From an optimization exercise on the open Yosys and OpenROAD flow, aimed at small area and a short achievable clock period; shortcuts taken in it are not production practice. RTL that was checked went through simulation tests only; none was proved equivalent to the original. The RTL of run 1 was laid out without a check of its function. No activity file was given, so power comes from the tool's default toggle rates.

==> flow/design.v (outline; a module is shown in full before it is edited, if it fits) <==
// module user_logic: 1194 lines
// module fa: 4 lines
// module rdmux8: 6 lines
module user_logic
(
  Bus2IP_Clk,
  Bus2IP_Reset,
  Bus2IP_Data,
  Bus2IP_BE,
  Bus2IP_RdCE,
  Bus2IP_WrCE,
  IP2Bus_Data,
  IP2Bus_RdAck,
  IP2Bus_WrAck,
  IP2Bus_Error
);
  // ...
==> flow/flow/run.sh <==
#!/bin/bash
# The standard layout, with every input and output port buffered by
# sky130_fd_sc_hd__buf_2 (buffer_ports' -buffer_cell) instead of the cell
# buffer_ports picks by itself, and the buffers ABC put in at synthesis
# removed at floorplan (REMOVE_ABC_BUFFERS) so repair_design re-buffers only
# where needed. Everything else is the standard flow.
set -euo pipefail
bash standard.sh "BUFFER_PORTS_ARGS=-buffer_cell sky130_fd_sc_hd__buf_2" REMOVE_ABC_BUFFERS=1 finish > standard.log 2>&1
==> flow/standard.sh <==
#!/bin/bash
# synth_recipe.tcl (not shown) runs the flow's synth.tcl, then flattens the netlist and writes it again
# the make line also repeats each setting of config.mk as NAME=value (left out here)
make -C /OpenROAD-flow-scripts/flow DESIGN_CONFIG=/design/flow/config.mk WORK_HOME=/design/flow/orfs CLKGATE_MAP_FILE= SYNTH_SCRIPT=/design/flow/synth_recipe.tcl "${@:-finish}"
==> flow/config.mk <==
export PLATFORM = sky130hd
export DESIGN_NAME = user_logic
export DESIGN_NICKNAME = user_logic
export VERILOG_FILES = /design/flow/design.v
export SDC_FILE = /design/flow/constraint.sdc
export NUM_CORES = 4
export LEC_CHECK = 0
export ABC_AREA = 1
export CAP_MARGIN = 20
export CORE_MARGIN = 2
export CORE_UTILIZATION = 40
export CTS_BUF_LIST = sky130_fd_sc_hd__clkbuf_4 sky130_fd_sc_hd__clkbuf_8
export SETUP_SLACK_MARGIN = 4.3
export SLEW_MARGIN = 20
export SYNTH_HIERARCHICAL = 1
export SYNTH_MINIMUM_KEEP_SIZE = 0
export TNS_END_PERCENT = 5
==> flow/constraint.sdc <==
create_clock -name core_clock -period 8.5 [get_ports {Bus2IP_Clk}]
set_input_delay 1.7000 -clock core_clock [delete_from_list [all_inputs] [get_ports {Bus2IP_Clk}]]
set_output_delay 1.7000 -clock core_clock [all_outputs]
set_load 0.01 [all_outputs]
==> summary.md, run 1 <==
| Metric | Value |
|---|---|
| WL met3 | `3720 um` |
| Outcome | `complete, no violations` |
| Largest cells by area after synthesis | `fa_1 30%, dfxtp_1 21%, xor2_1 15%, o22ai_1 9.5%, nand3_1 3.4%` |
| Busiest grt layer | `met2` |
| Share of the synthesized area in the top cell type | `0.300` |
| # nets final | `1924` |
| Die Width | `202 um` |
| IO Pins | `79` |
| Largest power group | `sequential cells` |
| Net Sw Power | `746 uW` |
| Critical path class | `in2out` |
| Hold path startpoint | `t7_0$_DFF_P_` |
| Max Buffers Root-to-Sink | `2` |
| Main combinational cell family by area after synthesis | `adder cells` |
| Layout non-clock buf frac | `0.0477` |
| Largest registers | `slv_reg0 x32, slv_reg1 x32, slv_reg2 x32` |
| Via Count | `12800` |
| Asr flop ratio synth | `0` |
| Largest area contributor in the synthesized netlist | `fa_1` |
| GR Overflow Total | `0` |
| Register area | `0.00326 mm^2` |
| Top cell family by delay on the critical path | `simple AND/OR/NAND/NOR gates` |
| CTS tree | `built` |
| Routed Wire Length | `49500 um` |
| Startpoint types | `primary input` |
| Sw Ratio | `0.360` |
| Worst EP arrival | `2.55 ns` |
| Drt drc | `0` |
| FF+latch count | `162` |
| Worst slew margin | `0.329` |
| TritonCTS Buffers | `17` |
| R2R depth | `11` |
==> inputs of run 2 (changes only) <==
--- a/flow/design.v
+++ b/flow/design.v
@@ -550,262 +550,270 @@
   fa us167 (.a(c146), .b(c148), .c(s159), .s(s167), .co(c168));
   wire s169, c170;
   fa us169 (.a(s161), .b(s163), .c(c150), .s(s169), .co(c170));
   wire s171, c172;
   fa us171 (.a(c152), .b(s165), .c(s167), .s(s171), .co(c172));
   wire s173, c174;
   fa us173 (.a(c154), .b(s169), .c(c156), .s(s173), .co(c174));
   wire s175, c176;
-  fa us175 (.a(pp0_21), .b(pp1_19), .c(pp2_17), .s(s175), .co(c176));
+  fa us175 (.a(s171), .b(c158), .c(s173), .s(s175), .co(c176));
   wire s177, c178;
-  fa us177 (.a(pp3_15), .b(pp4_13), .c(pp5_11), .s(s177), .co(c178));
+  fa us177 (.a(pp0_21), .b(pp1_19), .c(pp2_17), .s(s177), .co(c178));
   wire s179, c180;
-  fa us179 (.a(pp6_9), .b(pp7_7), .c(pp8_5), .s(s179), .co(c180));
+  fa us179 (.a(pp3_15), .b(pp4_13), .c(pp5_11), .s(s179), .co(c180));
   wire s181, c182;
-  fa us181 (.a(pp9_3), .b(nc10), .c(pp10_1), .s(s181), .co(c182));
+  fa us181 (.a(pp6_9), .b(pp7_7), .c(pp8_5), .s(s181), .co(c182));
   wire s183, c184;
-  fa us183 (.a(c160), .b(c162), .c(c164), .s(s183), .co(c184));
+  fa us183 (.a(pp9_3), .b(nc10), .c(pp10_1), .s(s183), .co(c184));
   wire s185, c186;
-  fa us185 (.a(s175), .b(s177), .c(s179), .s(s185), .co(c186));
+  fa us185 (.a(c160), .b(c162), .c(c164), .s(s185), .co(c186));
   wire s187, c188;
-  fa us187 (.a(s181), .b(c166), .c(c168), .s(s187), .co(c188));
+  fa us187 (.a(s177), .b(s179), .c(s181), .s(s187), .co(c188));
   wire s189, c190;
-  fa us189 (.a(s183), .b(s185), .c(c170), .s(s189), .co(c190));
+  fa us189 (.a(s183), .b(c166), .c(c168), .s(s189), .co(c190));
   wire s191, c192;
-  fa us191 (.a(c172), .b(s187), .c(s189), .s(s191), .co(c192));
+  fa us191 (.a(s185), .b(s187), .c(c170), .s(s191), .co(c192));
   wire s193, c194;
-  fa us193 (.a(pp0_22), .b(pp1_20), .c(pp2_18), .s(s193), .co(c194));
+  fa us193 (.a(c172), .b(s189), .c(s191), .s(s193), .co(c194));
   wire s195, c196;
-  fa us195 (.a(pp3_16), .b(pp4_14), .c(pp5_12), .s(s195), .co(c196));
+  fa us195 (.a(pp0_22), .b(pp1_20), .c(pp2_18), .s(s195), .co(c196));
   wire s197, c198;
-  fa us197 (.a(pp6_10), .b(pp7_8), .c(pp8_6), .s(s197), .co(c198));
+  fa us197 (.a(pp3_16), .b(pp4_14), .c(pp5_12), .s(s197), .co(c198));
   wire s199, c200;
-  fa us199 (.a(pp9_4), .b(pp10_2), .c(pp11_0), .s(s199), .co(c200));
+  fa us199 (.a(pp6_10), .b(pp7_8), .c(pp8_6), .s(s199), .co(c200));
   wire s201, c202;
-  fa us201 (.a(c176), .b(c178), .c(c180), .s(s201), .co(c202));
+  fa us201 (.a(pp9_4), .b(pp10_2), .c(pp11_0), .s(s201), .co(c202));
   wire s203, c204;
-  fa us203 (.a(c182), .b(s193), .c(s195), .s(s203), .co(c204));
+  fa us203 (.a(c178), .b(c180), .c(c182), .s(s203), .co(c204));
   wire s205, c206;
-  fa us205 (.a(s197), .b(s199), .c(c184), .s(s205), .co(c206));
+  fa us205 (.a(c184), .b(s195), .c(s197), .s(s205), .co(c206));
   wire s207, c208;
-  fa us207 (.a(c186), .b(s201), .c(s203), .s(s207), .co(c208));
+  fa us207 (.a(s199), .b(s201), .c(c186), .s(s207), .co(c208));
   wire s209, c210;
-  fa us209 (.a(c188), .b(s205), .c(s207), .s(s209), .co(c210));
+  fa us209 (.a(c188), .b(s203), .c(s205), .s(s209), .co(c210));
   wire s211, c212;
-  fa us211 (.a(pp0_23), .b(pp1_21), .c(pp2_19), .s(s211), .co(c212));
+  fa us211 (.a(c190), .b(s207), .c(s209), .s(s211), .co(c212));
   wire s213, c214;
-  fa us213 (.a(pp3_17), .b(pp4_15), .c(pp5_13), .s(s213), .co(c214));
+  fa us213 (.a(pp0_23), .b(pp1_21), .c(pp2_19), .s(s213), .co(c214));
   wire s215, c216;
-  fa us215 (.a(pp6_11), .b(pp7_9), .c(pp8_7), .s(s215), .co(c216));
+  fa us215 (.a(pp3_17), .b(pp4_15), .c(pp5_13), .s(s215), .co(c216));
   wire s217, c218;
-  fa us217 (.a(pp9_5), .b(pp10_3), .c(nc11), .s(s217), .co(c218));
+  fa us217 (.a(pp6_11), .b(pp7_9), .c(pp8_7), .s(s217), .co(c218));
   wire s219, c220;
-  fa us219 (.a(pp11_1), .b(c194), .c(c196), .s(s219), .co(c220));
+  fa us219 (.a(pp9_5), .b(pp10_3), .c(nc11), .s(s219), .co(c220));
   wire s221, c222;
-  fa us221 (.a(c198), .b(c200), .c(s211), .s(s221), .co(c222));
+  fa us221 (.a(pp11_1), .b(c196), .c(c198), .s(s221), .co(c222));
   wire s223, c224;
-  fa us223 (.a(s213), .b(s215), .c(s217), .s(s223), .co(c224));
+  fa us223 (.a(c200), .b(c202), .c(s213), .s(s223), .co(c224));
   wire s225, c226;
-  fa us225 (.a(c202), .b(c204), .c(s219), .s(s225), .co(c226));
+  fa us225 (.a(s215), .b(s217), .c(s219), .s(s225), .co(c226));
   wire s227, c228;
-  fa us227 (.a(s221), .b(s223), .c(c206), .s(s227), .co(c228));
+  fa us227 (.a(c204), .b(c206), .c(s221), .s(s227), .co(c228));
   wire s229, c230;
-  fa us229 (.a(c208), .b(s225), .c(s227), .s(s229), .co(c230));
+  fa us229 (.a(s223), .b(s225), .c(c208), .s(s229), .co(c230));
   wire s231, c232;
-  fa us231 (.a(pp0_24), .b(pp1_22), .c(pp2_20), .s(s231), .co(c232));
+  fa us231 (.a(c210), .b(s227), .c(s229), .s(s231), .co(c232));
   wire s233, c234;
-  fa us233 (.a(pp3_18), .b(pp4_16), .c(pp5_14), .s(s233), .co(c234));
+  fa us233 (.a(pp0_24), .b(pp1_22), .c(pp2_20), .s(s233), .co(c234));
   wire s235, c236;
-  fa us235 (.a(pp6_12), .b(pp7_10), .c(pp8_8), .s(s235), .co(c236));
+  fa us235 (.a(pp3_18), .b(pp4_16), .c(pp5_14), .s(s235), .co(c236));
   wire s237, c238;
-  fa us237 (.a(pp9_6), .b(pp10_4), .c(pp11_2), .s(s237), .co(c238));
+  fa us237 (.a(pp6_12), .b(pp7_10), .c(pp8_8), .s(s237), .co(c238));
   wire s239, c240;
-  fa us239 (.a(pp12_0), .b(c212), .c(c214), .s(s239), .co(c240));
+  fa us239 (.a(pp9_6), .b(pp10_4), .c(pp11_2), .s(s239), .co(c240));
   wire s241, c242;
-  fa us241 (.a(c216), .b(c218), .c(s231), .s(s241), .co(c242));
+  fa us241 (.a(pp12_0), .b(c214), .c(c216), .s(s241), .co(c242));
   wire s243, c244;
-  fa us243 (.a(s233), .b(s235), .c(s237), .s(s243), .co(c244));
+  fa us243 (.a(c218), .b(c220), .c(s233), .s(s243), .co(c244));
   wire s245, c246;
-  fa us245 (.a(c220), .b(c222), .c(c224), .s(s245), .co(c246));
+  fa us245 (.a(s235), .b(s237), .c(s239), .s(s245), .co(c246));
   wire s247, c248;
-  fa us247 (.a(s239), .b(s241), .c(s243), .s(s247), .co(c248));
+  fa us247 (.a(c222), .b(c224), .c(c226), .s(s247), .co(c248));
   wire s249, c250;
-  fa us249 (.a(c226), .b(s245), .c(s247), .s(s249), .co(c250));
+  fa us249 (.a(s241), .b(s243), .c(s245), .s(s249), .co(c250));
   wire s251, c252;
-  fa us251 (.a(pp0_25), .b(pp1_23), .c(pp2_21), .s(s251), .co(c252));
+  fa us251 (.a(c228), .b(s247), .c(s249), .s(s251), .co(c252));
   wire s253, c254;
-  fa us253 (.a(pp3_19), .b(pp4_17), .c(pp5_15), .s(s253), .co(c254));
+  fa us253 (.a(pp0_25), .b(pp1_23), .c(pp2_21), .s(s253), .co(c254));
   wire s255, c256;
-  fa us255 (.a(pp6_13), .b(pp7_11), .c(pp8_9), .s(s255), .co(c256));
+  fa us255 (.a(pp3_19), .b(pp4_17), .c(pp5_15), .s(s255), .co(c256));
   wire s257, c258;
-  fa us257 (.a(pp9_7), .b(pp10_5), .c(pp11_3), .s(s257), .co(c258));
+  fa us257 (.a(pp6_13), .b(pp7_11), .c(pp8_9), .s(s257), .co(c258));
   wire s259, c260;
-  fa us259 (.a(nc12), .b(pp12_1), .c(c232), .s(s259), .co(c260));
+  fa us259 (.a(pp9_7), .b(pp10_5), .c(pp11_3), .s(s259), .co(c260));
   wire s261, c262;
-  fa us261 (.a(c234), .b(c236), .c(c238), .s(s261), .co(c262));
+  fa us261 (.a(nc12), .b(pp12_1), .c(c234), .s(s261), .co(c262));
   wire s263, c264;
-  fa us263 (.a(s251), .b(s253), .c(s255), .s(s263), .co(c264));
+  fa us263 (.a(c236), .b(c238), .c(c240), .s(s263), .co(c264));
   wire s265, c266;
-  fa us265 (.a(s257), .b(c240), .c(c242), .s(s265), .co(c266));
+  fa us265 (.a(s253), .b(s255), .c(s257), .s(s265), .co(c266));
   wire s267, c268;
-  fa us267 (.a(c244), .b(s259), .c(s261), .s(s267), .co(c268));
+  fa us267 (.a(s259), .b(c242), .c(c244), .s(s267), .co(c268));
   wire s269, c270;
-  fa us269 (.a(s263), .b(c246), .c(c248), .s(s269), .co(c270));
+  fa us269 (.a(c246), .b(s261), .c(s263), .s(s269), .co(c270));
   wire s271, c272;
-  fa us271 (.a(pp0_26), .b(pp1_24), .c(pp2_22), .s(s271), .co(c272));
+  fa us271 (.a(s265), .b(c248), .c(c250), .s(s271), .co(c272));
   wire s273, c274;
-  fa us273 (.a(pp3_20), .b(pp4_18), .c(pp5_16), .s(s273), .co(c274));
+  fa us273 (.a(s267), .b(s269), .c(c252), .s(s273), .co(c274));
   wire s275, c276;
-  fa us275 (.a(pp6_14), .b(pp7_12), .c(pp8_10), .s(s275), .co(c276));
+  fa us275 (.a(pp0_26), .b(pp1_24), .c(pp2_22), .s(s275), .co(c276));
   wire s277, c278;
-  fa us277 (.a(pp9_8), .b(pp10_6), .c(pp11_4), .s(s277), .co(c278));
+  fa us277 (.a(pp3_20), .b(pp4_18), .c(pp5_16), .s(s277), .co(c278));
   wire s279, c280;
-  fa us279 (.a(pp12_2), .b(pp13_0), .c(c252), .s(s279), .co(c280));
+  fa us279 (.a(pp6_14), .b(pp7_12), .c(pp8_10), .s(s279), .co(c280));
   wire s281, c282;
-  fa us281 (.a(c254), .b(c256), .c(c258), .s(s281), .co(c282));
+  fa us281 (.a(pp9_8), .b(pp10_6), .c(pp11_4), .s(s281), .co(c282));
   wire s283, c284;
-  fa us283 (.a(s271), .b(s273), .c(s275), .s(s283), .co(c284));
+  fa us283 (.a(pp12_2), .b(pp13_0), .c(c254), .s(s283), .co(c284));
   wire s285, c286;
-  fa us285 (.a(s277), .b(c260), .c(c262), .s(s285), .co(c286));
+  fa us285 (.a(c256), .b(c258), .c(c260), .s(s285), .co(c286));
   wire s287, c288;
-  fa us287 (.a(c264), .b(s279), .c(s281), .s(s287), .co(c288));
+  fa us287 (.a(s275), .b(s277), .c(s279), .s(s287), .co(c288));
   wire s289, c290;
-  fa us289 (.a(s283), .b(c266), .c(c268), .s(s289), .co(c290));
+  fa us289 (.a(s281), .b(c262), .c(c264), .s(s289), .co(c290));
   wire s291, c292;
-  fa us291 (.a(s285), .b(s287), .c(c270), .s(s291), .co(c292));
+  fa us291 (.a(c266), .b(s283), .c(s285), .s(s291), .co(c292));
   wire s293, c294;
-  fa us293 (.a(pp0_27), .b(pp1_25), .c(pp2_23), .s(s293), .co(c294));
+  fa us293 (.a(s287), .b(c268), .c(c270), .s(s293), .co(c294));
   wire s295, c296;
-  fa us295 (.a(pp3_21), .b(pp4_19), .c(pp5_17), .s(s295), .co(c296));
+  fa us295 (.a(s289), .b(s291), .c(c272), .s(s295), .co(c296));
   wire s297, c298;
-  fa us297 (.a(pp6_15), .b(pp7_13), .c(pp8_11), .s(s297), .co(c298));
+  fa us297 (.a(pp0_27), .b(pp1_25), .c(pp2_23), .s(s297), .co(c298));
   wire s299, c300;
-  fa us299 (.a(pp9_9), .b(pp10_7), .c(pp11_5), .s(s299), .co(c300));
+  fa us299 (.a(pp3_21), .b(pp4_19), .c(pp5_17), .s(s299), .co(c300));
   wire s301, c302;
-  fa us301 (.a(pp12_3), .b(nc13), .c(pp13_1), .s(s301), .co(c302));
+  fa us301 (.a(pp6_15), .b(pp7_13), .c(pp8_11), .s(s301), .co(c302));
   wire s303, c304;
-  fa us303 (.a(c272), .b(c274), .c(c276), .s(s303), .co(c304));
+  fa us303 (.a(pp9_9), .b(pp10_7), .c(pp11_5), .s(s303), .co(c304));
   wire s305, c306;
-  fa us305 (.a(c278), .b(s293), .c(s295), .s(s305), .co(c306));
+  fa us305 (.a(pp12_3), .b(nc13), .c(pp13_1), .s(s305), .co(c306));
   wire s307, c308;
-  fa us307 (.a(s297), .b(s299), .c(s301), .s(s307), .co(c308));
+  fa us307 (.a(c276), .b(c278), .c(c280), .s(s307), .co(c308));
   wire s309, c310;
-  fa us309 (.a(c280), .b(c282), .c(c284), .s(s309), .co(c310));
+  fa us309 (.a(c282), .b(s297), .c(s299), .s(s309), .co(c310));
   wire s311, c312;
-  fa us311 (.a(s303), .b(s305), .c(s307), .s(s311), .co(c312));
+  fa us311 (.a(s301), .b(s303), .c(s305), .s(s311), .co(c312));
   wire s313, c314;
-  fa us313 (.a(c286), .b(c288), .c(s309), .s(s313), .co(c314));
+  fa us313 (.a(c284), .b(c286), .c(c288), .s(s313), .co(c314));
   wire s315, c316;
-  fa us315 (.a(pp0_28), .b(pp1_26), .c(pp2_24), .s(s315), .co(c316));
+  fa us315 (.a(s307), .b(s309), .c(s311), .s(s315), .co(c316));
   wire s317, c318;
-  fa us317 (.a(pp3_22), .b(pp4_20), .c(pp5_18), .s(s317), .co(c318));
+  fa us317 (.a(c290), .b(c292), .c(s313), .s(s317), .co(c318));
   wire s319, c320;
-  fa us319 (.a(pp6_16), .b(pp7_14), .c(pp8_12), .s(s319), .co(c320));
+  fa us319 (.a(s315), .b(c294), .c(s317), .s(s319), .co(c320));
   wire s321, c322;
-  fa us321 (.a(pp9_10), .b(pp10_8), .c(pp11_6), .s(s321), .co(c322));
+  fa us321 (.a(pp0_28), .b(pp1_26), .c(pp2_24), .s(s321), .co(c322));
   wire s323, c324;
-  fa us323 (.a(pp12_4), .b(pp13_2), .c(pp14_0), .s(s323), .co(c324));
+  fa us323 (.a(pp3_22), .b(pp4_20), .c(pp5_18), .s(s323), .co(c324));
   wire s325, c326;
-  fa us325 (.a(c294), .b(c296), .c(c298), .s(s325), .co(c326));
+  fa us325 (.a(pp6_16), .b(pp7_14), .c(pp8_12), .s(s325), .co(c326));
   wire s327, c328;
-  fa us327 (.a(c300), .b(c302), .c(s315), .s(s327), .co(c328));
+  fa us327 (.a(pp9_10), .b(pp10_8), .c(pp11_6), .s(s327), .co(c328));
   wire s329, c330;
-  fa us329 (.a(s317), .b(s319), .c(s321), .s(s329), .co(c330));
+  fa us329 (.a(pp12_4), .b(pp13_2), .c(pp14_0), .s(s329), .co(c330));
   wire s331, c332;
-  fa us331 (.a(s323), .b(c304), .c(c306), .s(s331), .co(c332));
+  fa us331 (.a(c298), .b(c300), .c(c302), .s(s331), .co(c332));
   wire s333, c334;
-  fa us333 (.a(c308), .b(s325), .c(s327), .s(s333), .co(c334));
+  fa us333 (.a(c304), .b(c306), .c(s321), .s(s333), .co(c334));
   wire s335, c336;
-  fa us335 (.a(s329), .b(c310), .c(c312), .s(s335), .co(c336));
+  fa us335 (.a(s323), .b(s325), .c(s327), .s(s335), .co(c336));
   wire s337, c338;
-  fa us337 (.a(s331), .b(s333), .c(c314), .s(s337), .co(c338));
+  fa us337 (.a(s329), .b(c308), .c(c310), .s(s337), .co(c338));
   wire s339, c340;
-  fa us339 (.a(pp0_29), .b(pp1_27), .c(pp2_25), .s(s339), .co(c340));
+  fa us339 (.a(c312), .b(s331), .c(s333), .s(s339), .co(c340));
   wire s341, c342;
-  fa us341 (.a(pp3_23), .b(pp4_21), .c(pp5_19), .s(s341), .co(c342));
+  fa us341 (.a(s335), .b(c314), .c(c316), .s(s341), .co(c342));
   wire s343, c344;
-  fa us343 (.a(pp6_17), .b(pp7_15), .c(pp8_13), .s(s343), .co(c344));
+  fa us343 (.a(s337), .b(s339), .c(c318), .s(s343), .co(c344));
   wire s345, c346;
-  fa us345 (.a(pp9_11), .b(pp10_9), .c(pp11_7), .s(s345), .co(c346));
+  fa us345 (.a(pp0_29), .b(pp1_27), .c(pp2_25), .s(s345), .co(c346));
   wire s347, c348;
-  fa us347 (.a(pp12_5), .b(pp13_3), .c(nc14), .s(s347), .co(c348));
+  fa us347 (.a(pp3_23), .b(pp4_21), .c(pp5_19), .s(s347), .co(c348));
   wire s349, c350;
-  fa us349 (.a(pp14_1), .b(c316), .c(c318), .s(s349), .co(c350));
+  fa us349 (.a(pp6_17), .b(pp7_15), .c(pp8_13), .s(s349), .co(c350));
   wire s351, c352;
-  fa us351 (.a(c320), .b(c322), .c(c324), .s(s351), .co(c352));
+  fa us351 (.a(pp9_11), .b(pp10_9), .c(pp11_7), .s(s351), .co(c352));
   wire s353, c354;
-  fa us353 (.a(s339), .b(s341), .c(s343), .s(s353), .co(c354));
+  fa us353 (.a(pp12_5), .b(pp13_3), .c(nc14), .s(s353), .co(c354));
   wire s355, c356;
-  fa us355 (.a(s345), .b(s347), .c(c326), .s(s355), .co(c356));
+  fa us355 (.a(pp14_1), .b(c322), .c(c324), .s(s355), .co(c356));
   wire s357, c358;
-  fa us357 (.a(c328), .b(c330), .c(s349), .s(s357), .co(c358));
+  fa us357 (.a(c326), .b(c328), .c(c330), .s(s357), .co(c358));
   wire s359, c360;
-  fa us359 (.a(s351), .b(s353), .c(c332), .s(s359), .co(c360));
+  fa us359 (.a(s345), .b(s347), .c(s349), .s(s359), .co(c360));
   wire s361, c362;
-  fa us361 (.a(s355), .b(c334), .c(s357), .s(s361), .co(c362));
+  fa us361 (.a(s351), .b(s353), .c(c332), .s(s361), .co(c362));
   wire s363, c364;
-  fa us363 (.a(pp0_30), .b(pp1_28), .c(pp2_26), .s(s363), .co(c364));
+  fa us363 (.a(c334), .b(c336), .c(s355), .s(s363), .co(c364));
   wire s365, c366;
-  fa us365 (.a(pp3_24), .b(pp4_22), .c(pp5_20), .s(s365), .co(c366));
+  fa us365 (.a(s357), .b(s359), .c(c338), .s(s365), .co(c366));
   wire s367, c368;
-  fa us367 (.a(pp6_18), .b(pp7_16), .c(pp8_14), .s(s367), .co(c368));
+  fa us367 (.a(s361), .b(c340), .c(s363), .s(s367), .co(c368));
   wire s369, c370;
-  fa us369 (.a(pp9_12), .b(pp10_10), .c(pp11_8), .s(s369), .co(c370));
+  fa us369 (.a(c342), .b(s365), .c(s367), .s(s369), .co(c370));
   wire s371, c372;
-  fa us371 (.a(pp12_6), .b(pp13_4), .c(pp14_2), .s(s371), .co(c372));
+  fa us371 (.a(pp0_30), .b(pp1_28), .c(pp2_26), .s(s371), .co(c372));
   wire s373, c374;
-  fa us373 (.a(pp15_0), .b(c340), .c(c342), .s(s373), .co(c374));
+  fa us373 (.a(pp3_24), .b(pp4_22), .c(pp5_20), .s(s373), .co(c374));
   wire s375, c376;
-  fa us375 (.a(c344), .b(c346), .c(c348), .s(s375), .co(c376));
+  fa us375 (.a(pp6_18), .b(pp7_16), .c(pp8_14), .s(s375), .co(c376));
   wire s377, c378;
-  fa us377 (.a(s363), .b(s365), .c(s367), .s(s377), .co(c378));
+  fa us377 (.a(pp9_12), .b(pp10_10), .c(pp11_8), .s(s377), .co(c378));
   wire s379, c380;
-  fa us379 (.a(s369), .b(s371), .c(c350), .s(s379), .co(c380));
+  fa us379 (.a(pp12_6), .b(pp13_4), .c(pp14_2), .s(s379), .co(c380));
   wire s381, c382;
-  fa us381 (.a(c352), .b(c354), .c(s373), .s(s381), .co(c382));
+  fa us381 (.a(pp15_0), .b(c346), .c(c348), .s(s381), .co(c382));
   wire s383, c384;
-  fa us383 (.a(s375), .b(s377), .c(c356), .s(s383), .co(c384));
+  fa us383 (.a(c350), .b(c352), .c(c354), .s(s383), .co(c384));
   wire s385, c386;
-  fa us385 (.a(c358), .b(s379), .c(s381), .s(s385), .co(c386));
+  fa us385 (.a(s371), .b(s373), .c(s375), .s(s385), .co(c386));
   wire s387, c388;
-  fa us387 (.a(c360), .b(s383), .c(c362), .s(s387), .co(c388));
-  wire s389;
-  fa us389 (.a(pp0_31), .b(pp1_29), .c(pp2_27), .s(s389), .co());
-  wire s390;
-  fa us390 (.a(pp3_25), .b(pp4_23), .c(pp5_21), .s(s390), .co());
-  wire s391;
-  fa us391 (.a(pp6_19), .b(pp7_17), .c(pp8_15), .s(s391), .co());
-  wire s392;
-  fa us392 (.a(pp9_13), .b(pp10_11), .c(pp11_9), .s(s392), .co());
-  wire s393;
-  fa us393 (.a(pp12_7), .b(pp13_5), .c(pp14_3), .s(s393), .co());
-  wire s394;
-  fa us394 (.a(pp15_1), .b(c364), .c(c366), .s(s394), .co());
-  wire s395;
-  fa us395 (.a(c368), .b(c370), .c(c372), .s(s395), .co());
-  wire s396;
-  fa us396 (.a(s389), .b(s390), .c(s391), .s(s396), .co());
+  fa us387 (.a(s377), .b(s379), .c(c356), .s(s387), .co(c388));
+  wire s389, c390;
+  fa us389 (.a(c358), .b(c360), .c(s381), .s(s389), .co(c390));
+  wire s391, c392;
+  fa us391 (.a(s383), .b(s385), .c(c362), .s(s391), .co(c392));
+  wire s393, c394;
+  fa us393 (.a(c364), .b(s387), .c(s389), .s(s393), .co(c394));
+  wire s395, c396;
+  fa us395 (.a(c366), .b(s391), .c(c368), .s(s395), .co(c396));
   wire s397;
-  fa us397 (.a(s392), .b(s393), .c(c374), .s(s397), .co());
+  fa us397 (.a(pp0_31), .b(pp1_29), .c(pp2_27), .s(s397), .co());
   wire s398;
-  fa us398 (.a(c376), .b(c378), .c(s394), .s(s398), .co());
+  fa us398 (.a(pp3_25), .b(pp4_23), .c(pp5_21), .s(s398), .co());
   wire s399;
-  fa us399 (.a(s395), .b(s396), .c(c380), .s(s399), .co());
+  fa us399 (.a(pp6_19), .b(pp7_17), .c(pp8_15), .s(s399), .co());
   wire s400;
-  fa us400 (.a(c382), .b(s397), .c(s398), .s(s400), .co());
+  fa us400 (.a(pp9_13), .b(pp10_11), .c(pp11_9), .s(s400), .co());
   wire s401;
-  fa us401 (.a(c384), .b(s399), .c(c386), .s(s401), .co());
-  wire x31a = s400;
-  wire x31b = c388;
-  wire x438 = s400 ^ c388;
-  wire x439 = s401 ^ x438;
+  fa us401 (.a(pp12_7), .b(pp13_5), .c(pp14_3), .s(s401), .co());
+  wire s402;
+  fa us402 (.a(pp15_1), .b(c372), .c(c374), .s(s402), .co());
+  wire s403;
+  fa us403 (.a(c376), .b(c378), .c(c380), .s(s403), .co());
+  wire s404;
+  fa us404 (.a(s397), .b(s398), .c(s399), .s(s404), .co());
+  wire s405;
+  fa us405 (.a(s400), .b(s401), .c(c382), .s(s405), .co());
+  wire s406;
+  fa us406 (.a(c384), .b(c386), .c(s402), .s(s406), .co());
+  wire s407;
+  fa us407 (.a(s403), .b(s404), .c(c388), .s(s407), .co());
+  wire s408;
+  fa us408 (.a(c390), .b(s405), .c(s406), .s(s408), .co());
+  wire s409;
+  fa us409 (.a(c392), .b(s407), .c(c394), .s(s409), .co());
+  wire x31a = s408;
+  wire x31b = c396;
+  wire x438 = s408 ^ c396;
+  wire x439 = s409 ^ x438;
   wire x31 = x439;
-  wire [31:0] rx = {x31a, s385, c336, s335, s311, s289, s265, c228, c210, c190, c174, s171, c140, s141, s123, c98, s97, c72, s71, c50, s49, c32, s31, c18, s17, c8, s7, c2, s1, pp0_2, nc0, pp0_0};
-  wire [31:0] ry = {x31b, s387, s359, s337, c290, s291, s267, s249, s229, s209, s191, c158, s157, 1'b0, s125, s111, 1'b0, s83, 1'b0, s59, 1'b0, s39, 1'b0, s23, 1'b0, s11, 1'b0, s3, 1'b0, pp1_0, pp0_1, 1'b0};
+  wire [31:0] rx = {x31a, s393, c344, s341, c296, s293, s271, c230, c212, c192, c174, s175, c140, s141, s123, c98, s97, c72, s71, c50, s49, c32, s31, c18, s17, c8, s7, c2, s1, pp0_2, nc0, pp0_0};
+  wire [31:0] ry = {x31b, c370, s369, c320, s319, c274, s273, s251, s231, s211, s193, 1'b0, s157, 1'b0, s125, s111, 1'b0, s83, 1'b0, s59, 1'b0, s39, 1'b0, s23, 1'b0, s11, 1'b0, s3, 1'b0, pp1_0, pp0_1, 1'b0};
   wire log0_0 = pp0_0 & 1'b0;
   wire lop0 = pp0_0 ^ 1'b0;
   wire log1_1 = nc0 & pp0_1;
   wire lop1 = nc0 ^ pp0_1;
   wire log2_2 = pp0_2 & pp1_0;
   wire lop2 = pp0_2 ^ pp1_0;
   wire log3_3 = s1 & 1'b0;
   wire lop3 = s1 ^ 1'b0;
@@ -866,46 +874,42 @@
   reg t17_0;
   reg t17_1;
   reg t17_2;
   reg t18_0;
   reg t19_0;
   reg t19_1;
   reg t19_2;
   reg t20_0;
-  reg t20_1;
-  reg t20_2;
   reg t21_0;
   reg t21_1;
+  reg t21_2;
   reg t22_0;
   reg t22_1;
   reg t22_2;
   reg t23_0;
   reg t23_1;
   reg t24_0;
   reg t24_1;
   reg t24_2;
   reg t25_0;
   reg t25_1;
-  reg t25_2;
-  reg t25_3;
   reg t26_0;
   reg t26_1;
+  reg t26_2;
   reg t27_0;
   reg t27_1;
-  reg t27_2;
-  reg t27_3;
   reg t28_0;
   reg t28_1;
+  reg t28_2;
   reg t29_0;
   reg t29_1;
-  reg t29_2;
-  reg t29_3;
   reg t30_0;
   reg t30_1;
+  reg t30_2;
   reg t31_0;
   reg t31_1;
   reg t31_2;
   always @(posedge Bus2IP_Clk) begin
     t0_0 <= lsum0;
     t1_0 <= lsum1;
     t2_0 <= lsum2;
     t3_0 <= lsum3;
@@ -930,85 +934,73 @@
     t16_1 <= s111;
     t17_0 <= s123;
     t17_1 <= s125;
     t17_2 <= c112;
     t18_0 <= s141;
     t19_0 <= c140;
     t19_1 <= s157;
     t19_2 <= c142;
-    t20_0 <= s171;
-    t20_1 <= c158;
-    t20_2 <= s173;
+    t20_0 <= s175;
     t21_0 <= c174;
-    t21_1 <= s191;
-    t22_0 <= c190;
-    t22_1 <= s209;
-    t22_2 <= c192;
-    t23_0 <= c210;
-    t23_1 <= s229;
-    t24_0 <= c228;
-    t24_1 <= s249;
-    t24_2 <= c230;
-    t25_0 <= s265;
-    t25_1 <= s267;
-    t25_2 <= c250;
-    t25_3 <= s269;
-    t26_0 <= s289;
-    t26_1 <= s291;
-    t27_0 <= s311;
-    t27_1 <= c290;
-    t27_2 <= s313;
-    t27_3 <= c292;
-    t28_0 <= s335;
-    t28_1 <= s337;
-    t29_0 <= c336;
-    t29_1 <= s359;
-    t29_2 <= s361;
-    t29_3 <= c338;
-    t30_0 <= s385;
-    t30_1 <= s387;
-    t31_0 <= s400;
-    t31_1 <= c388;
-    t31_2 <= s401;
+    t21_1 <= s193;
+    t21_2 <= c176;
+    t22_0 <= c192;
+    t22_1 <= s211;
+    t22_2 <= c194;
+    t23_0 <= c212;
+    t23_1 <= s231;
+    t24_0 <= c230;
+    t24_1 <= s251;
+    t24_2 <= c232;
+    t25_0 <= s271;
+    t25_1 <= s273;
+    t26_0 <= s293;
+    t26_1 <= c274;
+    t26_2 <= s295;
+    t27_0 <= c296;
+    t27_1 <= s319;
+    t28_0 <= s341;
+    t28_1 <= c320;
+    t28_2 <= s343;
+    t29_0 <= c344;
+    t29_1 <= s369;
+    t30_0 <= s393;
+    t30_1 <= c370;
+    t30_2 <= s395;
+    t31_0 <= s408;
+    t31_1 <= c396;
+    t31_2 <= s409;
   end
-  wire s402, c403;
-  fa us402 (.a(t8_0), .b(t8_1), .c(t8_2), .s(s402), .co(c403));
-  wire s404, c405;
-  fa us404 (.a(t17_0), .b(t17_1), .c(t17_2), .s(s404), .co(c405));
-  wire s406, c407;
-  fa us406 (.a(t19_0), .b(t19_1), .c(t19_2), .s(s406), .co(c407));
-  wire s408, c409;
-  fa us408 (.a(t20_0), .b(t20_1), .c(t20_2), .s(s408), .co(c409));
   wire s410, c411;
-  fa us410 (.a(t21_0), .b(t21_1), .c(c409), .s(s410), .co(c411));
+  fa us410 (.a(t8_0), .b(t8_1), .c(t8_2), .s(s410), .co(c411));
   wire s412, c413;
-  fa us412 (.a(t22_0), .b(t22_1), .c(t22_2), .s(s412), .co(c413));
+  fa us412 (.a(t17_0), .b(t17_1), .c(t17_2), .s(s412), .co(c413));
   wire s414, c415;
-  fa us414 (.a(t23_0), .b(t23_1), .c(c413), .s(s414), .co(c415));
+  fa us414 (.a(t19_0), .b(t19_1), .c(t19_2), .s(s414), .co(c415));
   wire s416, c417;
-  fa us416 (.a(t24_0), .b(t24_1), .c(t24_2), .s(s416), .co(c417));
+  fa us416 (.a(t21_0), .b(t21_1), .c(t21_2), .s(s416), .co(c417));
   wire s418, c419;
-  fa us418 (.a(t25_0), .b(t25_1), .c(t25_2), .s(s418), .co(c419));
+  fa us418 (.a(t22_0), .b(t22_1), .c(t22_2), .s(s418), .co(c419));
   wire s420, c421;
-  fa us420 (.a(t25_3), .b(c417), .c(s418), .s(s420), .co(c421));
+  fa us420 (.a(t23_0), .b(t23_1), .c(c419), .s(s420), .co(c421));
   wire s422, c423;
-  fa us422 (.a(t26_0), .b(t26_1), .c(c419), .s(s422), .co(c423));
+  fa us422 (.a(t24_0), .b(t24_1), .c(t24_2), .s(s422), .co(c423));
   wire s424, c425;
-  fa us424 (.a(t27_0), .b(t27_1), .c(t27_2), .s(s424), .co(c425));
+  fa us424 (.a(t25_0), .b(t25_1), .c(c423), .s(s424), .co(c425));
   wire s426, c427;
-  fa us426 (.a(t27_3), .b(s424), .c(c423), .s(s426), .co(c427));
+  fa us426 (.a(t26_0), .b(t26_1), .c(t26_2), .s(s426), .co(c427));
   wire s428, c429;
-  fa us428 (.a(t28_0), .b(t28_1), .c(c425), .s(s428), .co(c429));
+  fa us428 (.a(t27_0), .b(t27_1), .c(c427), .s(s428), .co(c429));
   wire s430, c431;
-  fa us430 (.a(t29_0), .b(t29_1), .c(t29_2), .s(s430), .co(c431));
+  fa us430 (.a(t28_0), .b(t28_1), .c(t28_2), .s(s430), .co(c431));
   wire s432, c433;
-  fa us432 (.a(t29_3), .b(s430), .c(c429), .s(s432), .co(c433));
+  fa us432 (.a(t29_0), .b(t29_1), .c(c431), .s(s432), .co(c433));
   wire s434, c435;
-  fa us434 (.a(t30_0), .b(t30_1), .c(c431), .s(s434), .co(c435));
+  fa us434 (.a(t30_0), .b(t30_1), .c(t30_2), .s(s434), .co(c435));
   wire s436, c437;
   fa us436 (.a(t31_0), .b(t31_1), .c(t31_2), .s(s436), .co(c437));
   wire adg0_0 = t0_0 & 1'b0;
   wire adp0 = t0_0 ^ 1'b0;
   wire adg1_1 = t1_0 & 1'b0;
   wire adp1 = t1_0 ^ 1'b0;
   wire adg2_2 = t2_0 & 1'b0;
   wire adp2 = t2_0 ^ 1'b0;
@@ -1017,58 +1009,58 @@
   wire adg4_4 = t4_0 & 1'b0;
   wire adp4 = t4_0 ^ 1'b0;
   wire adg5_5 = t5_0 & 1'b0;
   wire adp5 = t5_0 ^ 1'b0;
   wire adg6_6 = t6_0 & 1'b0;
   wire adp6 = t6_0 ^ 1'b0;
   wire adg7_7 = t7_0 & 1'b0;
   wire adp7 = t7_0 ^ 1'b0;
-  wire adg8_8 = s402 & 1'b0;
-  wire adp8 = s402 ^ 1'b0;
-  wire adg9_9 = t9_0 & c403;
-  wire adp9 = t9_0 ^ c403;
+  wire adg8_8 = s410 & 1'b0;
+  wire adp8 = s410 ^ 1'b0;
+  wire adg9_9 = t9_0 & c411;
+  wire adp9 = t9_0 ^ c411;
   wire adg10_10 = t10_0 & t10_1;
   wire adp10 = t10_0 ^ t10_1;
   wire adg11_11 = t11_0 & 1'b0;
   wire adp11 = t11_0 ^ 1'b0;
   wire adg12_12 = t12_0 & t12_1;
   wire adp12 = t12_0 ^ t12_1;
   wire adg13_13 = t13_0 & 1'b0;
   wire adp13 = t13_0 ^ 1'b0;
   wire adg14_14 = t14_0 & t14_1;
   wire adp14 = t14_0 ^ t14_1;
   wire adg15_15 = t15_0 & 1'b0;
   wire adp15 = t15_0 ^ 1'b0;
   wire adg16_16 = t16_0 & t16_1;
   wire adp16 = t16_0 ^ t16_1;
-  wire adg17_17 = s404 & 1'b0;
-  wire adp17 = s404 ^ 1'b0;
-  wire adg18_18 = t18_0 & c405;
-  wire adp18 = t18_0 ^ c405;
-  wire adg19_19 = s406 & 1'b0;
-  wire adp19 = s406 ^ 1'b0;
-  wire adg20_20 = c407 & s408;
-  wire adp20 = c407 ^ s408;
-  wire adg21_21 = s410 & 1'b0;
-  wire adp21 = s410 ^ 1'b0;
-  wire adg22_22 = c411 & s412;
-  wire adp22 = c411 ^ s412;
-  wire adg23_23 = s414 & 1'b0;
-  wire adp23 = s414 ^ 1'b0;
-  wire adg24_24 = c415 & s416;
-  wire adp24 = c415 ^ s416;
-  wire adg25_25 = s420 & 1'b0;
-  wire adp25 = s420 ^ 1'b0;
-  wire adg26_26 = c421 & s422;
-  wire adp26 = c421 ^ s422;
-  wire adg27_27 = s426 & 1'b0;
-  wire adp27 = s426 ^ 1'b0;
-  wire adg28_28 = c427 & s428;
-  wire adp28 = c427 ^ s428;
+  wire adg17_17 = s412 & 1'b0;
+  wire adp17 = s412 ^ 1'b0;
+  wire adg18_18 = t18_0 & c413;
+  wire adp18 = t18_0 ^ c413;
+  wire adg19_19 = s414 & 1'b0;
+  wire adp19 = s414 ^ 1'b0;
+  wire adg20_20 = t20_0 & c415;
+  wire adp20 = t20_0 ^ c415;
+  wire adg21_21 = s416 & 1'b0;
+  wire adp21 = s416 ^ 1'b0;
+  wire adg22_22 = c417 & s418;
+  wire adp22 = c417 ^ s418;
+  wire adg23_23 = s420 & 1'b0;
+  wire adp23 = s420 ^ 1'b0;
+  wire adg24_24 = c421 & s422;
+  wire adp24 = c421 ^ s422;
+  wire adg25_25 = s424 & 1'b0;
+  wire adp25 = s424 ^ 1'b0;
+  wire adg26_26 = c425 & s426;
+  wire adp26 = c425 ^ s426;
+  wire adg27_27 = s428 & 1'b0;
+  wire adp27 = s428 ^ 1'b0;
+  wire adg28_28 = c429 & s430;
+  wire adp28 = c429 ^ s430;
   wire adg29_29 = s432 & 1'b0;
   wire adp29 = s432 ^ 1'b0;
   wire adg30_30 = c433 & s434;
   wire adp30 = c433 ^ s434;
   wire adg31_31 = c435 & s436;
   wire adp31 = c435 ^ s436;
   wire adg1_0 = adg1_1 | (adp1 & adg0_0);
   wire adP1_0 = adp1 & adp0;
@@ -1178,27 +1170,26 @@
   wire [31:0] pnext = psum;
   reg r2z;
   always @(posedge Bus2IP_Clk) r2z <= Bus2IP_Reset | rst_d;
   always @(posedge Bus2IP_Clk) begin
     rst_d <= Bus2IP_Reset;
     for (k = 0; k < 32; k = k + 1)
       slv_reg2[k] <= pnext[31-k];
   end
-  wire [0:31] rdata;
-  generate for (g = 0; g < 4; g = g + 1) begin : rdm
-    rdmux8 u (.rd(Bus2IP_RdCE), .r0(slv_reg0[g*8 +: 8]), .r1(slv_reg1[g*8 +: 8]), .r2(slv_reg2[g*8 +: 8]), .z2(r2z), .o(rdata[g*8 +: 8]));
-  end endgenerate
+  reg [0:31] rdata;
+  always @(*) begin
+    case (Bus2IP_RdCE)
+      3'b100:  rdata = slv_reg0;
+      3'b010:  rdata = slv_reg1;
+      3'b001:  rdata = r2z ? 32'd0 : slv_reg2;
+      default: rdata = 32'd0;
+    endcase
+  end
   assign IP2Bus_Data  = rdata;
   assign IP2Bus_RdAck = |Bus2IP_RdCE;
   assign IP2Bus_WrAck = |Bus2IP_WrCE;
   assign IP2Bus_Error = 1'b0;
 endmodule
 module fa (input a, input b, input c, output s, output co);
   assign s  = a ^ b ^ c;
   assign co = (a & b) | (a & c) | (b & c);
 endmodule
-module rdmux8 (input [0:2] rd, input [0:7] r0, input [0:7] r1, input [0:7] r2, input z2, output [0:7] o);
-  wire s0 = rd == 3'b100;
-  wire s1 = rd == 3'b010;
-  wire s2 = rd == 3'b001 && !z2;
-  assign o = ({8{s0}} & r0) | ({8{s1}} & r1) | ({8{s2}} & r2);
-endmodule
==> flow/flow/run.sh (replaced) <==
#!/bin/bash
# The standard layout, with every input and output port buffered by
# sky130_fd_sc_hd__buf_4 (buffer_ports' -buffer_cell) instead of the cell
# buffer_ports picks by itself. Everything else is the standard flow.
set -euo pipefail
bash standard.sh "BUFFER_PORTS_ARGS=-buffer_cell sky130_fd_sc_hd__buf_4" finish > standard.log 2>&1
==> flow/config.mk (replaced) <==
export PLATFORM = sky130hd
export DESIGN_NAME = user_logic
export DESIGN_NICKNAME = user_logic
export VERILOG_FILES = /design/flow/design.v
export SDC_FILE = /design/flow/constraint.sdc
export NUM_CORES = 4
export LEC_CHECK = 0
export ABC_AREA = 1
export CAP_MARGIN = 20
export CORE_MARGIN = 2
export CORE_UTILIZATION = 40
export SETUP_SLACK_MARGIN = 4
export SLEW_MARGIN = 20
export SYNTH_HIERARCHICAL = 1
export SYNTH_MINIMUM_KEEP_SIZE = 0
export TNS_END_PERCENT = 5
==> run 2 against run 1 <==
Against the previous run:
- clock power grew 34%
- sequential share of layout area shrank 0.32 points
- global-route usage up 2.1 points
- still clean on timing, DRC and antenna
- maximum frequency fell by 5.7%
- critical path depth up 1
- synthesized cell count is 3.0% lower
- sequential power grew 6.3%
==> summary.md, run 2 <==
| Metric | Value |
|---|---|
| Outcome | `complete, no violations (unchanged)` |
| Routed Wire Length | `49000 um (was 49500 um)` |
| Clock share of power | `0.293 (was 0.283)` |
| Fillcell total | `3590 (was 3698)` |
| Register area | `0.00317 mm^2 (was 0.00326 mm^2)` |
| Tot GR Track Use | `0.257 (was 0.237)` |
| Slew Limit Fails | `0 (unchanged)` |
| DR iter-0 viols | `1226 (was 1490)` |
| Multi-input gate area | `0.0110 mm^2 (was 0.0114 mm^2)` |
| Htree depth | `4 (unchanged)` |
| CP bufs+invs | `3 (was 2)` |
| Wirelength per Cell | `23.3 um (was 22.9 um)` |
| Number of global-route vias before repair | `12600 (was 12900)` |
| Post-synth EDFFs | `0 (unchanged)` |
| TritonRoute pass-1 iters | `7 (was 11)` |
| Worst-path clk slew | `0.08 ns (was 0.09 ns)` |
| Critical Path End Type | `primary output (unchanged)` |
| Yosys Warn Count | `7 (unchanged)` |
| Top cell family by delay on the critical path | `buffers and inverters (was simple AND/OR/NAND/NOR gates)` |
| Sink Count | `158 (was 162)` |
| Pint | `1650 uW (was 1330 uW)` |
| Worst slew margin | `0.346 (was 0.329)` |
| IO Pins | `79 (unchanged)` |
| Initial antenna violation count | `0 (unchanged)` |
| CP most frequent cell | `buf_4 (was nand3_1)` |
| Chip height | `198 um (was 202 um)` |
| CTS tree | `built (unchanged)` |
| Rows | `71 (was 72)` |
| Register area share after synthesis | `0.210 (was 0.207)` |
| Netlist Area Pre-Place | `0.0151 mm^2 (was 0.0156 mm^2)` |
| Sw Ratio | `0.383 (was 0.360)` |
| Syn Inst Count | `1594 (was 1644)` |
| Root buf cell | `clkbuf_16 (was clkbuf_8)` |
| Avg Vias per Cell | `5.82 (was 5.91)` |
| Insertion delay to the later sink of the worst-skew pair | `0.46 ns (was 0.49 ns)` |
| Slack of the worst reg-to-reg path | `4.12 ns (was 4.30 ns)` |
| Setup TNS | `0 ns (unchanged)` |
| Worst EP arrival | `2.81 ns (was 2.55 ns)` |
| Inserted Diodes | `0 (unchanged)` |
| Post-DP HPWL | `33100 um (was 33500 um)` |
| Largest net degree at the start of global routing | `67 (unchanged)` |
| # nets final | `1868 (was 1924)` |
| Cell Pwr Density | `159 mW/mm^2 (was 122 mW/mm^2)` |
| Endpoints failing setup | `0 (unchanged)` |
| TritonCTS Buffers | `17 (unchanged)` |
| GR Overflow Total | `0 (unchanged)` |
| Yosys cell types | `34 (unchanged)` |
| Max Buffers Root-to-Sink | `2 (unchanged)` |
| Starting Density | `0.404 (about the same)` |
| Die ar. | `0.0393 mm^2 (was 0.0407 mm^2)` |
| Global-route wire length before repair | `75900 um (was 74700 um)` |
| Layout cells sized above 1 | `0.132 (was 0.135)` |
| Slowest CP cell | `o221ai_4 (was nor2_2)` |
| Highest Clock Rate | `0.222 GHz (was 0.235 GHz)` |
| Design area | `0.0168 mm^2 (was 0.0170 mm^2)` |
| Count leader, synth | `xor2_1 (unchanged)` |
| Smallest hold slack | `0.330 ns (was 0.334 ns)` |
| R2r startpoint | `slv_reg1[20]$_SDFFE_PP0P_ (unchanged)` |
| Critical path, cell by cell | `buf_4, nor2_1, nand2_1, buf_4, o221ai_4, buf_4 (was buf_16, nor2_2, nand3_1, nand3_1, buf_2)` |
| Most frequent cells in the layout | `259 x xor2_1, 254 x o22ai_1, 234 x fa_1 (was 259 x xor2_1, 237 x o22ai_1, 234 x fa_1)` |
| Req. time, crit path | `6.80 ns (about the same)` |
| Share of the synthesized area in the top cell type | `0.310 (was 0.300)` |
| RSZ-0062 raised after global routing | `true (unchanged)` |
| Max Cap Viol | `0 (unchanged)` |
| DRT antenna net count | `0 (unchanged)` |
| Hold path startpoint | `t0_0$_DFF_P_ (was t7_0$_DFF_P_)` |
| Largest area contributor in the synthesized netlist | `fa_1 (unchanged)` |
| Skew final | `0.0127 ns (was 0.0277 ns)` |
| CP max FO | `31 (was 21)` |
| Hold Path Class | `reg2reg (unchanged)` |
| Commonest cells in the netlist | `259 x xor2_1, 254 x o22ai_1, 234 x fa_1 (was 259 x xor2_1, 237 x o22ai_1, 234 x fa_1)` |
| Main synth FF type | `dfxtp_1 (unchanged)` |
| Most common cell after layout, fill and taps aside | `xor2_1 (unchanged)` |
| Startpoint types | `primary input (unchanged)` |
| Max incr delay on CP | `0.30 ns (was 0.28 ns)` |
| Net Sw Power | `1020 uW (was 746 uW)` |
| Leak | `0.00852 uW (was 0.00868 uW)` |
| Final Hold Viols | `0 (unchanged)` |
| Asr flop ratio synth | `0 (unchanged)` |
| Worst ir drop on vdd | `0.145 mV (was 0.0715 mV)` |
| Fin crit share | `0.531 (was 0.501)` |
| GPL Wtd Cong | `0.933 (was 0.877)` |
| Tightest Pin Transition | `0.980 ns (was 1.01 ns)` |
| Die Width | `198 um (was 202 um)` |
| Largest cells by area after synthesis | `fa_1 31%, dfxtp_1 21%, xor2_1 15%, o22ai_1 11%, nand2_1 3.8% (was fa_1 30%, dfxtp_1 21%, xor2_1 15%, o22ai_1 9.5%, nand3_1 3.4%)` |
| Drt drc | `0 (unchanged)` |
| Critical path class | `in2out (unchanged)` |
| Via Count | `12200 (was 12800)` |
| Logic pwr share | `0.338 (was 0.268)` |
| CP Launch Point | `Bus2IP_RdCE[2] (was Bus2IP_RdCE[0])` |
| Core area | `0.0374 mm^2 (was 0.0386 mm^2)` |
| Port bufs | `77 (unchanged)` |
| Share of power burned in registers | `0.369 (was 0.449)` |
| DP Area | `0.0159 mm^2 (was 0.0161 mm^2)` |
| Crit path time final | `4.51 ns (was 4.25 ns)` |
| Cts hold-fix bufs | `0 (unchanged)` |
| Largest registers | `slv_reg0 x32, slv_reg1 x32, slv_reg2 x32 (unchanged)` |
| #FFs+latches synth | `158 (was 162)` |
| Area Growth Syn to Fin | `11.2% (was 8.49%)` |
| Mean Syn Cell Area | `9.47 um^2 (was 9.51 um^2)` |
-- run 2: cells by family (layout without fill, tap and decap cells) --
kind of cell	count (synthesis)	after routing	synth area share
fa+ha+maj	250	250	0.324
flops	158	158	0.210
other cells	1	1	0.000248
xor+xnor	265	265	0.154
compound gates	378	378	0.166
simple gates	274	274	0.0740
buf+inv	268	261	0.0727
-- run 2: metal layers --
| metal | vias up | share of wire | GRT usage |
|---|---|---|---|
| met3 | 109 | 0.086 | 0.0528 |
| met4 | 0 | 0.033 | 0.0916 |
| met1 | 6095 | 0.42 | 0.348 |
| met5 | - | 0 | 0 |
| met2 | 672 | 0.46 | 0.409 |
| li1 | 5330 | - | - |
-- run 2: area by class of cell --
type                       count  area share
clock buffer                  17      0.0253
clock inverter                15     0.00902
inverter                     120      0.0271
multi-input combinational   1168       0.655
sequential                   158       0.189
tap                          511      0.0381
timing repair buffer         109      0.0561
-- run 2: power groups by stage --
stage               Sequential (uW)  Combinational [uW]  Clock, uW
floorplan                       970                 645          0
global placement                996                 876          0
detailed placement              998                 891          0
CTS                             989                 908        789
global route                   1000                1030        824
finish                          989                 903        784
-- run 2: stage by stage --
stage / total power, uW / utilization / std cells / setup slack (ns)
final: 2680 / 0.449 / 2098 / 3.99
after global routing: 2860 / 0.449 / 2098 / 3.95
after CTS: 2690 / 0.447 / 2098 / 3.99
after detailed placement: 1890 / 0.424 / 2059 / 3.76
after global placement: 1870 / 0.424 / 2059 / 3.73
after floorplan: 1610 / - / 1594 / 4.20
-- run 2: Yosys stat by module (local to each module, per instance) --
module,flip-flops and latches,copies in the design,cells inside
fa,0,225,1
user_logic,158,1,1369
-- run 2: worst paths after layout --
path                                        endpoint  depth (start not counted)
worst max-delay path                 IP2Bus_Data[14]                          6
worst min-delay path            slv_reg2[31]$_DFF_P_                          0
worst max register to register         t29_1$_DFF_P_                         12
worst min register to register  slv_reg2[31]$_DFF_P_                          0
-- run 2: repair_timing --
action / in CTS / in global routing
gates resized for setup: 40 / 18
endpoints found under the setup margin: 56 / 53
cloned: 3 / 0
pin swaps: 3 / 1
setup buffers: 4 / 0
-- run 2: worst register-to-register path: stages (launching register included) --
cell and delay [ns]:
dfxtp_1 0.31, buf_4 0.40, inv_2 0.15, nand2_1 0.13, nand2_1 0.07, nand2_2 0.39, o22ai_1 0.17, xor2_1 0.22
fa_1 0.57, fa_1 0.47, fa_1 0.46, fa_1 0.53, fa_1 0.41
==> inputs of run 3 (changes only) <==
==> flow/flow/run.sh (replaced) <==
#!/bin/bash
# The standard layout, with every input and output port buffered by
# sky130_fd_sc_hd__buf_2 (buffer_ports' -buffer_cell) instead of the cell
# buffer_ports picks by itself. Everything else is the standard flow.
set -euo pipefail
bash standard.sh "BUFFER_PORTS_ARGS=-buffer_cell sky130_fd_sc_hd__buf_2" finish > standard.log 2>&1
==> run 3 against run 2 <==
Against the previous run:
- die area unchanged
- hold slack lost 0.00072 ns
- still clean
- synthesized area unchanged
- setup slack better by 0.013 ns
- clock-buffer cell count rose by 3
==> summary.md, run 3 <==
| Metric | Value |
|---|---|
| Max incr delay on CP | `0.18 ns (was 0.30 ns)` |
| Sink Count | `158 (unchanged)` |
| Syn Inst Count | `1594 (unchanged)` |
| Setup slack at placement | `3.55 ns (was 3.76 ns)` |
| Outcome | `complete, no violations (unchanged)` |
| Root buf cell | `clkbuf_16 (unchanged)` |
| Via Count | `12400 (was 12200)` |
| Htree depth | `4 (unchanged)` |
| Req. time, crit path | `6.80 ns (about the same)` |
| Layout cells sized above 1 | `0.138 (was 0.132)` |
| Insertion delay to the later sink of the worst-skew pair | `0.46 ns (about the same)` |
| Number of global-route vias before repair | `12500 (was 12600)` |
| Global-route wire length before repair | `74800 um (was 75900 um)` |
| Netlist Area Pre-Place | `0.0151 mm^2 (unchanged)` |
| Slowest CP cell | `buf_16 (was o221ai_4)` |
| Mean Syn Cell Area | `9.47 um^2 (unchanged)` |
| Routed Wire Length | `48700 um (was 49000 um)` |
| CP max FO | `8 (was 31)` |
| Largest cells by area after synthesis | `fa_1 31%, dfxtp_1 21%, xor2_1 15%, o22ai_1 11%, nand2_1 3.8% (unchanged)` |
| Largest registers | `slv_reg0 x32, slv_reg1 x32, slv_reg2 x32 (unchanged)` |
| Largest area contributor in the synthesized netlist | `fa_1 (unchanged)` |
| Share of the synthesized area in the top cell type | `0.310 (unchanged)` |
| Cell Pwr Density | `162 mW/mm^2 (was 159 mW/mm^2)` |
| Placed Cells incl. Taps | `2060 (was 2059)` |
| CP bufs+invs | `6 (was 3)` |
| Fillcell total | `3547 (was 3590)` |
| CTS tree | `built (unchanged)` |
| Final worst slack | `4.00 ns (was 3.99 ns)` |
| Top cell family by delay on the critical path | `buffers and inverters (unchanged)` |
| R2r startpoint | `slv_reg1[22]$_SDFFE_PP0P_ (was slv_reg1[20]$_SDFFE_PP0P_)` |
| Yosys Warn Count | `7 (unchanged)` |
| Crit path time final | `4.50 ns (was 4.51 ns)` |
| #FFs+latches synth | `158 (unchanged)` |
| Port bufs | `77 (unchanged)` |
| CP Launch Point | `Bus2IP_RdCE[0] (was Bus2IP_RdCE[2])` |
| Skew final | `0.0143 ns (was 0.0127 ns)` |
| Worst-path clk slew | `0.07 ns (was 0.08 ns)` |
| RSZ-0062 raised after global routing | `true (unchanged)` |
| Initial antenna violation count | `0 (unchanged)` |
| TritonRoute pass-1 iters | `6 (was 7)` |
| DRT antenna net count | `0 (unchanged)` |
| Max Cap Viol | `0 (unchanged)` |
| IO Pins | `79 (unchanged)` |
| Worst EP arrival | `2.80 ns (was 2.81 ns)` |
| Tightest Pin Transition | `1.02 ns (was 0.980 ns)` |
| GR Overflow Total | `0 (unchanged)` |
| Slew Limit Fails | `0 (unchanged)` |
| Startpoint types | `primary input (unchanged)` |
| DP Area | `0.0157 mm^2 (was 0.0159 mm^2)` |
| Fin crit share | `0.529 (was 0.531)` |
| Setup TNS | `0 ns (unchanged)` |
| # nets final | `1870 (was 1868)` |
| Main synth FF type | `dfxtp_1 (unchanged)` |
| Starting Density | `0.404 (unchanged)` |
| Wirelength per Cell | `23.2 um (was 23.3 um)` |
| Critical Path End Type | `primary output (unchanged)` |
| Highest Clock Rate | `0.222 GHz (about the same)` |
| Post-synth EDFFs | `0 (unchanged)` |
| Hold Path Class | `reg2reg (unchanged)` |
| Design area | `0.0168 mm^2 (about the same)` |
| Hold path startpoint | `t0_0$_DFF_P_ (unchanged)` |
| Most common cell after layout, fill and taps aside | `xor2_1 (unchanged)` |
| Total power | `2720 uW (was 2680 uW)` |
| Die ar. | `0.0393 mm^2 (unchanged)` |
| Asr flop ratio synth | `0 (unchanged)` |
| Avg Vias per Cell | `5.90 (was 5.82)` |
| Drt drc | `0 (unchanged)` |
| Chip height | `198 um (unchanged)` |
| Worst slew margin | `0.316 (was 0.346)` |
| Final Hold Viols | `0 (unchanged)` |
| Most frequent cells in the layout | `259 x xor2_1, 254 x o22ai_1, 234 x fa_1 (unchanged)` |
| GPL Wtd Cong | `0.872 (was 0.933)` |
| Area Growth Syn to Fin | `11.0% (was 11.2%)` |
| Max Buffers Root-to-Sink | `2 (unchanged)` |
| Worst ir drop on vdd | `0.109 mV (was 0.145 mV)` |
| Leak | `0.00860 uW (was 0.00852 uW)` |
| Register area share after synthesis | `0.210 (unchanged)` |
| Core area | `0.0374 mm^2 (unchanged)` |
| Rows | `71 (unchanged)` |
| Die Width | `198 um (unchanged)` |
| Inserted Diodes | `0 (unchanged)` |
| DR iter-0 viols | `1451 (was 1226)` |
| Largest net degree at the start of global routing | `67 (unchanged)` |
| Yosys cell types | `34 (unchanged)` |
| Post-DP HPWL | `32300 um (was 33100 um)` |
| Count leader, synth | `xor2_1 (unchanged)` |
| Critical path, cell by cell | `buf_8, inv_4, nand2_4, nor3_4, buf_12, buf_8, buf_16, nand2_4, o221ai_2, buf_2 (was buf_4, nor2_1, nand2_1, buf_4, o221ai_4, buf_4)` |
| Tot GR Track Use | `0.253 (was 0.257)` |
| Layout Cells excl Fill | `2100 (was 2098)` |
| Endpoints failing setup | `0 (unchanged)` |
| Critical path class | `in2out (unchanged)` |
| TritonCTS Buffers | `17 (unchanged)` |
| Commonest cells in the netlist | `259 x xor2_1, 254 x o22ai_1, 234 x fa_1 (unchanged)` |
==> run 3: cell types whose count changed in the layout (fill, tap and decap cells not counted), sizes merged <==
cell      previous run  this run
clkinvlp             5         2
bufinv               0         2
buf                109       111
clkinv              11        15
clkbuf              17        20
inv                119       113
==> run 3: cell type report <==
type / count / area [um^2] / share of cell area
Clock buffer: 20 / 457 / 0.0273
Clock inverter: 12 / 136 / 0.00814
Inverter: 120 / 454 / 0.0271
Multi-Input combinational cell: 1168 / 11100 / 0.662
Sequential cell: 158 / 3180 / 0.190
Tap cell: 511 / 639 / 0.0382
Timing Repair Buffer: 111 / 805 / 0.0480
==> run 3: per-module statistics from Yosys, one instance, submodules excluded <==
module / area (um^2) / flops+latches
fa: 20.0 / 0
user_logic: 10600 / 158
==> run 3: path summary, 6_finish.rpt <==
check             cells past startpoint  slack, ns                    to
setup / recovery                     10       4.00       IP2Bus_Data[29]
hold / removal                        0       0.33  slv_reg2[31]$_DFF_P_
setup reg to reg                     11       4.12         t29_1$_DFF_P_
hold reg to reg                       0       0.33  slv_reg2[31]$_DFF_P_
==> run 3: layer usage <==
layer  global-route usage  routed length, um  vias to the layer above
met5                    0                  0                        -
met4               0.0880               1470                        0
met3               0.0465               4220                      112
met2                0.408              23000                      742
met1                0.342              20000                     6209
li1                     -                  -                     5331
==> run 3: power by group <==
group          internal (uW)  switching, uW  total, uW  leakage, uW
combinational            356            558        914      0.00701
clock                    451            362        813     0.000288
sequential               904           88.2        993      0.00130
==> run 3: stage by stage <==
step           utilization  hold slack (ns)
2_1_floorplan            -            0.310
3_3_place_gp         0.419            0.311
3_5_place_dp         0.419            0.313
4_1_cts              0.445            0.330
5_1_grt              0.448            0.336
6_report             0.448            0.329
==> run 3: cell families after synthesis <==
group | Yosys count | synth area share
AO/OA/AOI/OAI | 378 | 0.166
other | 1 | 0.000248
XOR/XNOR | 265 | 0.154
AND/OR/NAND/NOR | 274 | 0.0740
adder cells (fa/ha/maj) | 250 | 0.324
buffers and inverters | 268 | 0.0727
flip-flops | 158 | 0.210
==> run 3: repair_timing <==
item	CTS	global route
setup endpoints to repair	64	52
cloned	3	0
hold buffers	0	0
buffers inserted	5	0
pin swaps	4	3
resized for setup	56	27

[re-timing with driven ports]
How much do the figures lean on ideal ports? The routed layouts below were timed once more, with nothing changed but the port constraints.
Step 1, drivers: a clkbuf_16 drives Bus2IP_Clk and a buf_2 each remaining input, both assumed.
Step 2 also shifts input and output timing later by t, the mid clock arrival at the registers, as if the neighbouring blocks saw the same clock.
a / b / c = ideal ports / drivers / drivers and shift; a / b = the first two.
| run | t, ns | setup WS [ns] | worst slew at a driven data input, ns |
|---|---|---|---|
| run 1 | 0.526 | 4.245 / 4.077 / 4.077 | 0.30 |
| run 2 | 0.506 | 3.988 / 3.961 / 3.961 | 0.07 |
| run 3 | 0.500 | 4.001 / 3.960 / 3.960 | 0.06 |
After both steps setup and hold are still met in every run listed. The setup slack of run 1, which loses most, moves by -0.168 ns with the drivers and by -0.168 ns with both steps.
